From an optimization exercise on the open Yosys and OpenROAD flow, aimed at small area and a short achievable clock period; shortcuts taken in it are not production practice.
The RTL was checked by simulation tests, not by an equivalence proof against the original design.
Power and IR drop assume default switching activity.

==> flow/design.v (excerpt) <==
module CPU(
    input clk,
    input rst,
    input [31:0] PrRD,
    input [15:10] HWInt,
    output [31:0] PrAddr,
    output [31:0] PrWD,
    output PrWe,
    output [12:2] IAddr,
    input [31:0] IRD,
    output [11:2] DAddr,
    output [3:0] DBE,
    output [31:0] DWD,
    output DWe,
    input [31:0] DRD
    );
Settings: LEC_CHECK=0, CAP_MARGIN=20, CORE_MARGIN=2, CORE_UTILIZATION=50, GPL_ROUTABILITY_DRIVEN=1, PLACE_DENSITY=0.6, SLEW_MARGIN=20; clock period 12.0 ns.
standard.sh (not shown) runs the stock make flow with config.mk's settings and CLKGATE_MAP_FILE= SYNTH_SCRIPT=/design/flow/synth_recipe.tcl, a recipe that flattens the netlist after the stock synthesis.
==> flow/flow/run.sh <==
#!/bin/bash
# Own flow: the standard layout (standard.sh, standard synthesis
# unchanged) with two changes to how the layout is made:
#  - the port buffers that placement inserts are buf_2 cells (ORFS's
#    default choice here is a delay cell, clkdlybuf4s50_1);
#  - timing repair aims for a setup slack margin of 5.8 ns.
# The SDC, clock period, IO delays and loads are the standard flow's, unchanged.
set -euo pipefail
export BUFFER_PORTS_ARGS="-buffer_cell sky130_fd_sc_hd__buf_2"
bash standard.sh SETUP_SLACK_MARGIN=5.8 finish > standard_flow.log 2>&1
The starting point produced a clean layout.
Edit:
--- a/flow/flow/run.sh
+++ b/flow/flow/run.sh
@@ -5,3 +5,3 @@
 #    default choice here is a delay cell, clkdlybuf4s50_1);
-#  - timing repair aims for a setup slack margin of 5.8 ns.
+#  - timing repair aims for a setup slack margin of 6.25 ns.
 # The SDC, clock period, IO delays and loads are the standard flow's, unchanged.
@@ -9,2 +9,2 @@
 export BUFFER_PORTS_ARGS="-buffer_cell sky130_fd_sc_hd__buf_2"
-bash standard.sh SETUP_SLACK_MARGIN=5.8 finish > standard_flow.log 2>&1
+bash standard.sh SETUP_SLACK_MARGIN=6.25 finish > standard_flow.log 2>&1
--- a/flow/config.mk
+++ b/flow/config.mk
@@ -9,5 +9,5 @@
 export CORE_MARGIN = 2
-export CORE_UTILIZATION = 50
+export CORE_UTILIZATION = 45
 export GPL_ROUTABILITY_DRIVEN = 1
-export PLACE_DENSITY = 0.6
+export PLACE_DENSITY = 0.55
 export SLEW_MARGIN = 20
Outcome: Via count grows by 1.2%. Hold slack gains 0.044 ns. Non-clock buffer count grows by 81. Total power grows by 2.1%. Setup slack gains 0.48 ns. Sequential cell count does not change.

---

Starting RTL as in the previous note.
clock: 12.0 ns
lec_check: 0
cap_margin: 20
core_margin: 2
core_utilization: 30
gpl_routability_driven: 1
place_density: 0.42
setup_slack_margin: 5
slew_margin: 20
run.sh (not shown) runs the stock make flow with config.mk's settings and CLKGATE_MAP_FILE= SYNTH_SCRIPT=/design/flow/synth_recipe.tcl, a recipe that flattens the netlist after the stock synthesis.
Stock flow here: none of the scripts above is used.
==> next run, changes <==
==> flow/flow/run.sh (new file) <==
#!/bin/bash
# Own flow: the standard layout (standard.sh, standard synthesis
# unchanged) with two changes to how the layout is made:
#  - the port buffers that placement inserts are buf_2 cells (ORFS's
#    default choice here is a delay cell, clkdlybuf4s50_1);
#  - timing repair aims for a setup slack margin of 6.25 ns.
# The SDC, clock period, IO delays and loads are the standard flow's, unchanged.
set -euo pipefail
export BUFFER_PORTS_ARGS="-buffer_cell sky130_fd_sc_hd__buf_2"
bash standard.sh SETUP_SLACK_MARGIN=6.25 finish > standard_flow.log 2>&1
==> flow/standard.sh (new file) <==
#!/bin/bash
# synth_recipe.tcl (not shown) runs the flow's synth.tcl, then flattens the netlist and writes it again
# the make line also repeats each setting of config.mk as NAME=value (left out here)
make -C /OpenROAD-flow-scripts/flow DESIGN_CONFIG=/design/flow/config.mk WORK_HOME=/design/flow/orfs CLKGATE_MAP_FILE= SYNTH_SCRIPT=/design/flow/synth_recipe.tcl "${@:-finish}"
--- a/flow/config.mk
+++ b/flow/config.mk
@@ -9,6 +9,7 @@
 export CORE_MARGIN = 2
-export CORE_UTILIZATION = 30
+export CORE_UTILIZATION = 45
+export CTS_CLUSTER_DIAMETER = 70
+export CTS_CLUSTER_SIZE = 20
 export GPL_ROUTABILITY_DRIVEN = 1
-export PLACE_DENSITY = 0.42
-export SETUP_SLACK_MARGIN = 5
+export PLACE_DENSITY = 0.55
 export SLEW_MARGIN = 20
removed: flow/run.sh
After rerunning: Fmax goes up by about 16%. Combinational power stays flat. Cell area goes down by 3.0%. Global-route usage goes up by 13 points. Sequential power goes down by about 0.5%. Final cell count goes down by about 10%. Worst setup slack is better by 0.98 ns. Total power goes down by about 9%. Die area goes down by 33%. Register-to-register slack is better by 1.0 ns.

==> afterwards: timing with drivers on the ports <==
Ports are ideal in the flow. The routed layouts listed here were re-timed in OpenROAD. Step 1 sets driving cells, clkbuf_16 on the clock port and buf_2 on the other inputs (assumed; they add their load-dependent delay and slew). Step 2 times the ports against the registers' clock, not the clock port: input delays grow and output delays shrink by t, the midpoint of the rising clock arrivals with the driver on. Three values: no drivers, after step 1, after step 2; two values: the first two.
run	t, ns	setup slack, ns	worst hold slack (ns)
the first run of note 1	0.962	5.558 / 5.558 / 5.558	0.376 / 0.376 / 0.376
the second run of note 1	0.959	6.036 / 6.008 / 5.606	0.420 / 0.420 / 0.420
the first run of note 2	0.984	5.058 / 5.032 / 5.032	0.410 / 0.410 / 0.410
the second run of note 2	0.948	6.034 / 5.998 / 5.615	0.421 / 0.421 / 0.421
After both steps every run listed still meets setup and hold. For the second run of note 1, which loses most, drivers alone change the setup slack by -0.028 ns; drivers and shift together by -0.430 ns.
